This design comes from an exercise in tuning for small area, a short achievable clock period and few clock cycles per item on the open sky130 flow, not from production work.
In this exercise RTL edits were held to simulation tests only and were not proved equivalent to the original.
Power is estimated from default activity; no workload was simulated.

<file path="flow/config.mk">
export PLATFORM = sky130hd
export DESIGN_NAME = axi_stream_memory
export DESIGN_NICKNAME = axi_stream_memory
export VERILOG_FILES = /design/flow/design.v
export SDC_FILE = /design/flow/constraint.sdc
export NUM_CORES = 4
export LEC_CHECK = 0
export CAP_MARGIN = 20
export CELL_PAD_IN_SITES_DETAIL_PLACEMENT = 1
export CELL_PAD_IN_SITES_GLOBAL_PLACEMENT = 1
export CORE_MARGIN = 2
export CORE_UTILIZATION = 28
export CTS_CLUSTER_DIAMETER = 100
export CTS_CLUSTER_SIZE = 25
export SETUP_SLACK_MARGIN = 3.0
export SLEW_MARGIN = 20
export SYNTH_HIERARCHICAL = 1
export SYNTH_MEMORY_MAX_BITS = 16384
export SYNTH_MINIMUM_KEEP_SIZE = 0
</file>
<file path="flow/constraint.sdc">
create_clock -name core_clock -period 6.0 [get_ports {aclk}]
set_input_delay 1.2000 -clock core_clock [delete_from_list [all_inputs] [get_ports {aclk}]]
set_output_delay 1.2000 -clock core_clock [all_outputs]
set_load 0.01 [all_outputs]
</file>
<file path="flow/design.v">
module axi_stream_memory #(
    parameter DATA_WIDTH = 32,
    parameter ADDR_WIDTH = 8,    
    parameter READ_LATENCY = 3
)(
    input  logic                     aclk,
    input  logic                     aresetn,
    input  logic [DATA_WIDTH-1:0]     s_axis_tdata,
    input  logic                      s_axis_tvalid,
    output logic                      s_axis_tready,
    input  logic                      s_axis_tlast,
    input  logic[1:0]                 s_axis_tdest,
    output logic [DATA_WIDTH-1:0]     m_axis_tdata,
    output logic                      m_axis_tvalid,
    input  logic                      m_axis_tready,
    output logic                      m_axis_tlast,
    output logic[1:0]                 m_axis_tdest
);
    localparam logic [1:0] ST_CMD  = 2'd0;
    localparam logic [1:0] ST_ADDR = 2'd1;
    localparam logic [1:0] ST_DATA = 2'd2;
    logic [DATA_WIDTH-1:0] main [0:15][0:14];
    logic [DATA_WIDTH-1:0] side [0:14];
    logic [DATA_WIDTH-1:0] last;
    logic [1:0]            phase;
    wire  [1:0]            phase_n = (phase >= 2'd2) ? 2'd0 : phase + 2'd1;
    logic                  in_v;
    logic [DATA_WIDTH-1:0] in_data;
    logic [255:0]          rd_sel;     
    logic                  tready_q;
    logic [1:0]            st;
    logic                  is_rd, is_wr;
    logic [7:0]            waddr;
    logic                  wb_v;
    logic [7:0]            wb_a;
    logic [DATA_WIDTH-1:0] wb_d;
    logic                  head_v, q1_v;
    logic [DATA_WIDTH-1:0] head_data, q1_data;
    assign s_axis_tready = tready_q;
    wire p_cmd   = in_v && st == ST_CMD;
    wire p_addr  = in_v && st == ST_ADDR;
    wire p_data  = in_v && st == ST_DATA;
    wire p_rd    = p_addr && is_rd;
    wire produce = p_rd || p_data;
    logic [1:0] st_n;
    logic       is_rd_n, is_wr_n;
    always_comb begin
        st_n = st;
        if (in_v) begin
            case (st)
                ST_CMD:  st_n = ST_ADDR;
                ST_ADDR: st_n = is_wr ? ST_DATA : ST_CMD;
                default: st_n = ST_CMD;
            endcase
        end
        is_rd_n = p_cmd ? in_data == 32'h0 : is_rd;
        is_wr_n = p_cmd ? in_data == 32'h1 : is_wr;
    end
    wire accept = s_axis_tvalid && tready_q;
    wire [3:0] a_h = s_axis_tdata[7:4];
    wire [3:0] a_l = s_axis_tdata[3:0];
    logic [15:0] oh_h, oh_l, rot_h, rot_l;
    logic [2:0]  ph_oh;
    always_comb begin
        for (int k = 0; k < 16; k++) begin
            oh_h[k] = a_h == k[3:0];
            oh_l[k] = a_l == k[3:0];
        end
        for (int q = 0; q < 3; q++)
            ph_oh[q] = phase_n == q[1:0];
        for (int g = 0; g < 5; g++)
            for (int p = 0; p < 3; p++) begin
                rot_h[3 * g + p] = 1'b0;
                rot_l[3 * g + p] = 1'b0;
                for (int q = 0; q < 3; q++) begin
                    rot_h[3 * g + p] = rot_h[3 * g + p] | (ph_oh[q] & oh_h[3 * g + (p + 3 - q) % 3]);
                    rot_l[3 * g + p] = rot_l[3 * g + p] | (ph_oh[q] & oh_l[3 * g + (p + 3 - q) % 3]);
                end
            end
        rot_h[15] = oh_h[15];
        rot_l[15] = oh_l[15];
    end
    logic [255:0] sel_n;
    always_comb begin
        for (int h = 0; h < 16; h++)
            for (int j = 0; j < 15; j++)
                sel_n[15 * h + j] = oh_h[h] & rot_l[j];
        for (int x = 0; x < 16; x++)
            sel_n[240 + x] = rot_h[x] & oh_l[15];
    end
    always_ff @(posedge aclk) begin
        in_data <= s_axis_tdata;
        in_v    <= aresetn & accept;
        rd_sel  <= sel_n;
        phase   <= phase_n;
    end
    always_ff @(posedge aclk) begin
        if (!aresetn)
            st <= ST_CMD;
        else
            st <= st_n;
        is_rd <= is_rd_n;
        is_wr <= is_wr_n;
        if (p_addr)
            waddr <= in_data[7:0];
    end
    wire [3:0] n_h    = waddr[7:4];
    wire [3:0] n_l    = waddr[3:0];
    wire       n_side = n_l == 4'd15;
    wire       n_last = n_side && n_h == 4'd15;
    wire [3:0] n_x    = n_side ? n_h : n_l;
    logic [2:0] n_g;
    logic [1:0] n_dph;
    always_comb begin
        case (n_x)
            4'd0, 4'd1, 4'd2:    n_g = 3'd0;
            4'd3, 4'd4, 4'd5:    n_g = 3'd1;
            4'd6, 4'd7, 4'd8:    n_g = 3'd2;
            4'd9, 4'd10, 4'd11:  n_g = 3'd3;
            default:             n_g = 3'd4;
        endcase
        case (n_x)
            4'd0, 4'd3, 4'd6, 4'd9, 4'd12:  n_dph = 2'd2;
            4'd1, 4'd4, 4'd7, 4'd10, 4'd13: n_dph = 2'd1;
            default:                        n_dph = 2'd0;
        endcase
    end
    logic        wb_last;
    logic [15:0] wb_row;     
    logic [4:0]  wb_mg;      
    logic [4:0]  wb_sg;      
    logic [1:0]  wb_dph;     
    logic        drain;      
    always_ff @(posedge aclk) begin
        if (p_data) begin
            wb_v    <= 1'b1;
            wb_a    <= waddr;
            wb_d    <= in_data;
            wb_last <= n_last;
            wb_dph  <= n_dph;
            for (int k = 0; k < 16; k++)
                wb_row[k] <= n_h == k[3:0];
            for (int k = 0; k < 5; k++) begin
                wb_mg[k] <= !n_side && n_g == k[2:0];
                wb_sg[k] <= n_side && !n_last && n_g == k[2:0];
            end
        end else if (drain)
            wb_v <= 1'b0;
        drain <= p_data ? n_last || phase_n == n_dph
                        : wb_v && !drain && (wb_last || phase_n == wb_dph);
    end
    always_ff @(posedge aclk) begin
        for (int h = 0; h < 16; h++)
            for (int g = 0; g < 5; g++) begin
                main[h][3 * g + 1] <= main[h][3 * g];
                main[h][3 * g + 2] <= main[h][3 * g + 1];
                main[h][3 * g]     <= (drain && wb_row[h] && wb_mg[g]) ? wb_d : main[h][3 * g + 2];
            end
        for (int g = 0; g < 5; g++) begin
            side[3 * g + 1] <= side[3 * g];
            side[3 * g + 2] <= side[3 * g + 1];
            side[3 * g]     <= (drain && wb_sg[g]) ? wb_d : side[3 * g + 2];
        end
        if (drain && wb_last)
            last <= wb_d;
    end
    logic [256*DATA_WIDTH-1:0] rd_words;
    logic [DATA_WIDTH-1:0]     rd_mem;
    always_comb begin
        for (int h = 0; h < 16; h++)
            for (int j = 0; j < 15; j++)
                rd_words[(15 * h + j) * DATA_WIDTH +: DATA_WIDTH] = main[h][j];
        for (int x = 0; x < 15; x++)
            rd_words[(240 + x) * DATA_WIDTH +: DATA_WIDTH] = side[x];
        rd_words[255 * DATA_WIDTH +: DATA_WIDTH] = last;
    end
    logic [DATA_WIDTH-1:0] rd_l1 [0:85];
    logic [DATA_WIDTH-1:0] rd_l2 [0:21];
    logic [DATA_WIDTH-1:0] rd_l3 [0:5];
    logic [DATA_WIDTH-1:0] rd_l4 [0:1];
    for (genvar i = 0; i < 86; i++) begin : g_l1
        if (i < 85) begin : g3
            aoi3 #(.W(DATA_WIDTH)) u (
                .s0(rd_sel[3 * i]), .s1(rd_sel[3 * i + 1]), .s2(rd_sel[3 * i + 2]),
                .d0(rd_words[(3 * i) * DATA_WIDTH +: DATA_WIDTH]),
                .d1(rd_words[(3 * i + 1) * DATA_WIDTH +: DATA_WIDTH]),
                .d2(rd_words[(3 * i + 2) * DATA_WIDTH +: DATA_WIDTH]),
                .yn(rd_l1[i]));
        end else begin : g1
            nand2w #(.W(DATA_WIDTH)) u (
                .a({DATA_WIDTH{rd_sel[255]}}), .b(rd_words[255 * DATA_WIDTH +: DATA_WIDTH]),
                .y(rd_l1[i]));
        end
    end
    for (genvar i = 0; i < 22; i++) begin : g_l2
        if (i < 21) begin : g4
            nand4w #(.W(DATA_WIDTH)) u (.a(rd_l1[4 * i]), .b(rd_l1[4 * i + 1]),
                .c(rd_l1[4 * i + 2]), .d(rd_l1[4 * i + 3]), .y(rd_l2[i]));
        end else begin : g2
            nand2w #(.W(DATA_WIDTH)) u (.a(rd_l1[84]), .b(rd_l1[85]), .y(rd_l2[i]));
        end
    end
    for (genvar i = 0; i < 6; i++) begin : g_l3
        if (i < 5) begin : g4
            nor4w #(.W(DATA_WIDTH)) u (.a(rd_l2[4 * i]), .b(rd_l2[4 * i + 1]),
                .c(rd_l2[4 * i + 2]), .d(rd_l2[4 * i + 3]), .y(rd_l3[i]));
        end else begin : g2
            nor2w #(.W(DATA_WIDTH)) u (.a(rd_l2[20]), .b(rd_l2[21]), .y(rd_l3[i]));
        end
    end
    nand3w #(.W(DATA_WIDTH)) u_l4a (.a(rd_l3[0]), .b(rd_l3[1]), .c(rd_l3[2]), .y(rd_l4[0]));
    nand3w #(.W(DATA_WIDTH)) u_l4b (.a(rd_l3[3]), .b(rd_l3[4]), .c(rd_l3[5]), .y(rd_l4[1]));
    logic                  rdb_v, rdb_fwd;
    logic [DATA_WIDTH-1:0] rdb_a, rdb_b;
    wire fwd = wb_v && wb_a == in_data[7:0];
    always_ff @(posedge aclk) begin
        rdb_a   <= rd_l4[0];
        rdb_b   <= rd_l4[1];
        rdb_fwd <= fwd;
    end
    assign rd_mem = rdb_a | rdb_b;
    wire                  nr_v    = p_data || rdb_v;
    wire [DATA_WIDTH-1:0] nr_data = !rdb_v ? 32'h1 : rdb_fwd ? wb_d : rd_mem;
    logic                  q2_v;
    logic [DATA_WIDTH-1:0] q2_data;
    wire xfer   = head_v && m_axis_tready;
    wire s0     = xfer ? q1_v : head_v;
    wire s1     = xfer ? q2_v : q1_v;
    wire s2     = !xfer && q2_v;
    wire head_n = s0 || nr_v;
    wire q1_n   = s1 || (s0 && nr_v);
    wire q2_n   = s2 || (s1 && nr_v);
    wire owed_n = p_rd || (accept && (st_n == ST_DATA || (st_n == ST_ADDR && is_rd_n)));
    always_ff @(posedge aclk) begin
        if (!aresetn) begin
            head_v   <= 1'b0;
            q1_v     <= 1'b0;
            q2_v     <= 1'b0;
            rdb_v    <= 1'b0;
            tready_q <= 1'b1;
        end else begin
            head_v <= head_n;
            q1_v   <= q1_n;
            q2_v   <= q2_n;
            rdb_v  <= p_rd;
            tready_q <= !q2_n && !(q1_n && owed_n);
        end
    end
    wire [DATA_WIDTH-1:0] head_sh = xfer ? q1_data : head_data;
    wire [DATA_WIDTH-1:0] q1_sh   = xfer ? q2_data : q1_data;
    wire [DATA_WIDTH-1:0] head_d, q1_d, q2_d;
    mux2w #(.W(DATA_WIDTH)) u_head_hold (.s(nr_v && !s0), .a(nr_data), .b(head_sh), .y(head_d));
    mux2w #(.W(DATA_WIDTH)) u_q1_hold   (.s(nr_v && s0 && !s1), .a(nr_data), .b(q1_sh), .y(q1_d));
    mux2w #(.W(DATA_WIDTH)) u_q2_hold   (.s(nr_v && s1 && !s2), .a(nr_data), .b(q2_data), .y(q2_d));
    always_ff @(posedge aclk) begin
        head_data <= head_d;
        q1_data   <= q1_d;
        q2_data   <= q2_d;
    end
    assign m_axis_tvalid = head_v;
    assign m_axis_tdata  = head_data;
    assign m_axis_tlast  = 1'b1;
    assign m_axis_tdest  = 2'b00;
endmodule
module mux2w #(parameter W = 1) (
    input  logic         s,
    input  logic [W-1:0] a, b,
    output logic [W-1:0] y
);
    assign y = s ? a : b;
endmodule
module aoi3 #(parameter W = 1) (
    input  logic         s0, s1, s2,
    input  logic [W-1:0] d0, d1, d2,
    output logic [W-1:0] yn
);
    assign yn = ~(({W{s0}} & d0) | ({W{s1}} & d1) | ({W{s2}} & d2));
endmodule
module nand4w #(parameter W = 1) (
    input  logic [W-1:0] a, b, c, d,
    output logic [W-1:0] y
);
    assign y = ~(a & b & c & d);
endmodule
module nor4w #(parameter W = 1) (
    input  logic [W-1:0] a, b, c, d,
    output logic [W-1:0] y
);
    assign y = ~(a | b | c | d);
endmodule
module nand3w #(parameter W = 1) (
    input  logic [W-1:0] a, b, c,
    output logic [W-1:0] y
);
    assign y = ~(a & b & c);
endmodule
module nand2w #(parameter W = 1) (
    input  logic [W-1:0] a, b,
    output logic [W-1:0] y
);
    assign y = ~(a & b);
endmodule
module nor2w #(parameter W = 1) (
    input  logic [W-1:0] a, b,
    output logic [W-1:0] y
);
    assign y = ~(a | b);
endmodule
</file>
<file path="flow/run.sh">
#!/bin/bash
# synth_recipe.tcl (not shown) runs the flow's synth.tcl, then flattens the netlist and writes it again
# the make line also repeats each setting of config.mk as NAME=value (left out here)
make -C /OpenROAD-flow-scripts/flow DESIGN_CONFIG=/design/flow/config.mk WORK_HOME=/design/flow/orfs CLKGATE_MAP_FILE= SYNTH_SCRIPT=/design/flow/synth_recipe.tcl finish
</file>
==> impl_results.md <==
* Run status: no timing/DRC/antenna violations
* Syn avg cell area at 14.8 um2
* Seq/Total Area, Yosys at 0.684
* Final period demand of the worst path at 3.09 ns
* Tot GR Track Use at 0.179
* Vias in the first global route at 162000
* EDFF count, synth at 110
* RSZ-0062 raised after global routing: true
* Clock Tree Buf Depth at 4
* Die outline width at 963 um
* Ys Warns at 15
* Slew headroom at 0.179
* Vias per Instance at 5.38
* Maximum clock rate at 324 MHz
* Max VDD drop at 0.285 mV
* Post-Syn Instances at 17400
* Crit path DAT at 4.01 ns
* Worst Tran Pin Value at 1.23 ns
* Detailed Route Iter0 Violations at 24200
* Io pins at 76
* Seq. cell area at 176000 um2
* CP Capture Type: flop
* P_int at 74.0 mW
* Multi-input gate area at 71900 um2
* Hold WS at 0.278 ns
* Skew final at 0.132 ns
* Clock Sinks at 8732
* Die area at 927000 um2
* Simple-gate share of the synthesized area at 0.0375
* Drt drc at 0
* Static leakage at 106 nW
* CP Cell Sequence: buf_4 > a222oi_1 > nand4_1 > nor4_2 > nand3_1
* Gate power share at 0.016
* WL/cell at 29.9 um
* Worst reg2reg setup slack at 2.91 ns
* Final net count at 17000
* Post-synthesis mux area share at 0.128
* Hold-fix buffers at CTS at 0
* Hold crit path type: reg -> reg
* GP Congestion at 0.790
* Metal3 WL at 61100 um
* H-tree level count at 5
* Worst Path Max Fanout at 32
* Leading area contributor after synthesis: dfxtp_1
* Synth-to-layout area growth at 8.72%
* Clk network pwr share at 0.326
* Post-Synth Adder-Cell Area at 0
* M1 wire length at 374000 um
* Switching power at 20.7 mW
* CTS tree: built
* Inserted Clock Buffers at 397
* Seq pwr share at 0.659
* Synth cell types at 65
* Initial core utilization at 0.281
* Worst path max stage delay at 1.16 ns
* Post-synth top cells: dfxtp_1 (8622), a222oi_1 (2720), mux2_2 (2675)
* Most frequent cell after synthesis: dfxtp_1
* Top post-synthesis cells by area: dfxtp_1 (67%), mux2_2 (12%), a222oi_1 (11%), buf_6 (2.6%), nand4_1 (1.7%)
* Most used DFF post-synth: dfxtp_1
* Post-synthesis register bit count at 8732
* First-pass GRT wire length at 1220000 um
* Post-DP HPWL at 524000 um
* PwrDens at 339 nW/um2
* Worst-Skew Late Latency at 1.13 ns
* Crit-path slowest cell: nor4_2
* Die Y at 963 um
* CTS Root Cell: clkbuf_16
* Endpoints failing setup at 0
* Number of max-cap violations at 0
* Largest net degree at the start of global routing at 88
* Main combinational cell family by area after synthesis: multiplexers
* Worst slack at placement at 1.88 ns
* Area share of the largest cell type after synthesis at 0.671
* Clk slew on worst S/H paths at 0.10 ns
* Top routing layer used: met5
* Required time of the worst setup path at 6.92 ns
* FP Rows at 352
* Routed wl met2 at 406000 um
* Routed WL at 877000 um
* Final Cycle Share at 0.515
* Setup TNS at 0 ns
* Post-synth ARST share at 0
* Post-synthesis xor/xnor area fraction at 0.000476
* Compound-Gate Fraction of Synth Area at 0.109
* Port bufs at 69
* Vias at 158000
* Pre-Repair DR Iteration Count at 12
* Max-slew violations at 0
* Fraction of layout cells with a size suffix above 1 at 0.247
* Detail Route Antenna Nets at 0
* FILL cells at 96000
* Final Hold Fails at 0
* GR Overflow Total at 0
* Setup ws final at 2.91 ns
* Core Footprint at 917000 um2
* Worst setup SP type: flop
* Cell area after synthesis at 257000 um2
* Setup CP Type: reg -> reg
* Switch share at 0.218
* Initial antenna violation count at 75
[metrics by stage]
step / cells / utilization / power [mW] / instance area [um2]
final: 29400 / 0.305 / 94.7 / 280000
after global routing: 29300 / 0.305 / 97.9 / 280000
after CTS: 29300 / 0.305 / 95.3 / 280000
after detailed placement: 28800 / 0.292 / 65.1 / 267000
after global placement: 28800 / 0.291 / 64.8 / 267000
after floorplan: 17400 / - / 64.2 / 257000
[metal layers]
metal | GRT usage | vias up
met5 | 0 | -
met4 | 0.0657 | 18
met3 | 0.0254 | 1076
met2 | 0.296 | 5992
met1 | 0.238 | 83900
li1 | - | 66800
[path summary, 6_finish.rpt]
| path | from | end | cells after the start |
|---|---|---|---|
| max | rd_sel[163]$_DFF_P_ | rdb_b[11]$_DFF_P_ | 5 |
| min | main[48][27]$_DFF_P_ | main[49][27]$_DFF_P_ | 0 |
| max reg2reg | rd_sel[163]$_DFF_P_ | rdb_b[11]$_DFF_P_ | 5 |
| min reg2reg | main[48][27]$_DFF_P_ | main[49][27]$_DFF_P_ | 0 |
[cell usage in the layout, fill, tap and decap left out, types with 15 or more instances in the layout]
| cell type | instances |
|---|---|
| mux2_2 | 2675 |
| buf_4 | 450 |
| nand2_4 | 58 |
| nand2_2 | 29 |
| nor2_1 | 312 |
| nor3_1 | 15 |
| nand4_1 | 679 |
| nand2b_1 | 45 |
| nand3_1 | 53 |
| nand2_1 | 92 |
| diode_2 | 63 |
| dfxtp_1 | 8500 |
| mux2_1 | 86 |
| clkbuf_1 | 28 |
| mux2_4 | 120 |
| buf_12 | 29 |
| clkdlybuf4s50_1 | 35 |
| dfxtp_4 | 29 |
| nand3_2 | 25 |
| clkbuf_16 | 401 |
| o311a_1 | 31 |
| a222oi_1 | 2720 |
| dfxtp_2 | 93 |
| a211oi_1 | 20 |
| buf_6 | 42 |
| nor4_4 | 65 |
| nor4_2 | 97 |
| edfxtp_1 | 110 |
[layout make-up]
class	instances	share of cell area
flip-flops and latches	8732	0.629
multi-input cells	7271	0.257
well taps	12200	0.0546
clock buffers	430	0.0363
repair buffers	592	0.0193
clock inverters	46	0.00279
diodes	63	0.000563
inverters	4	0.0000537
[sequential cells by signal, indices dropped and copies added (netlist names), 5 cells and up]
name and flops:
wb_a 8, rdb_b 32, wb_d 32, main 7680, q2_data 32, last 32
wb_sg 5, rd_sel 256, waddr 8, head_data 32, side 480, rdb_a 32
wb_row 16, in_data 32, wb_mg 5, q1_data 32
[logic make-up (layout without fill, tap and decap cells)]
group | Yosys count | in the layout
AO/OA/AOI/OAI | 2832 | 2832
AND/OR/NAND/NOR | 1531 | 1533
buffers and inverters | 1425 | 1072
other | 2 | 66
flip-flops | 8732 | 8732
multiplexers | 2889 | 2889
XOR/XNOR | 14 | 14
[timing repair]
item	4_1_cts	5_1_grt
gates resized for setup	259	30
setup endpoints to repair	1114	84
setup buffers	30	0
cloned	9	0
pin swaps	45	22
[worst max-delay path, delay by kind of cell, from the launching register on]
family,cells,cell delay (ns)
AOI/OAI and AO/OA,1,0.44
buffers and inverters,1,0.27
DFF,1,0.32
and+or+nand+nor,3,1.81
[power by group through the flow]
stage	Sequential (mW)	Combinational [mW]	Clock, mW
final	62.4	1.48	30.8
after global placement	63.5	1.38	0
after detailed placement	63.7	1.46	0
after global routing	62.7	1.56	33.5
after CTS	62.4	1.48	31.5
after floorplan	63.2	1.06	0
Testbench counts, summed over its fixed seeds: cycles 29,406, commands 12,000.

static timing again, ports no longer ideal:
The flow's constraints put no driver on any port. The routed layout listed below was extracted and timed again, unchanged, in two steps.
Step 1 assumes that a clkbuf_16 drives the clock port and a buf_2 every other input.
Step 2 adds t to the input delays and takes it off the output delays; t is the mean of the earliest and latest rising clock arrival at the registers after step 1. Input paths then give back, and output paths get back, about the clock's delay inside the block.
Three values: ideal ports, drivers, drivers and shift; two values: the first two.
shift t [ns]: 1.196
slack for setup (ns): 2.910 / 2.731 / 1.534
clock arrival spread, ns: 0.133 / 0.133
After both steps setup and hold are still met in this run. The setup slack of this run moves by -0.179 ns with the drivers and by -1.376 ns with both steps.
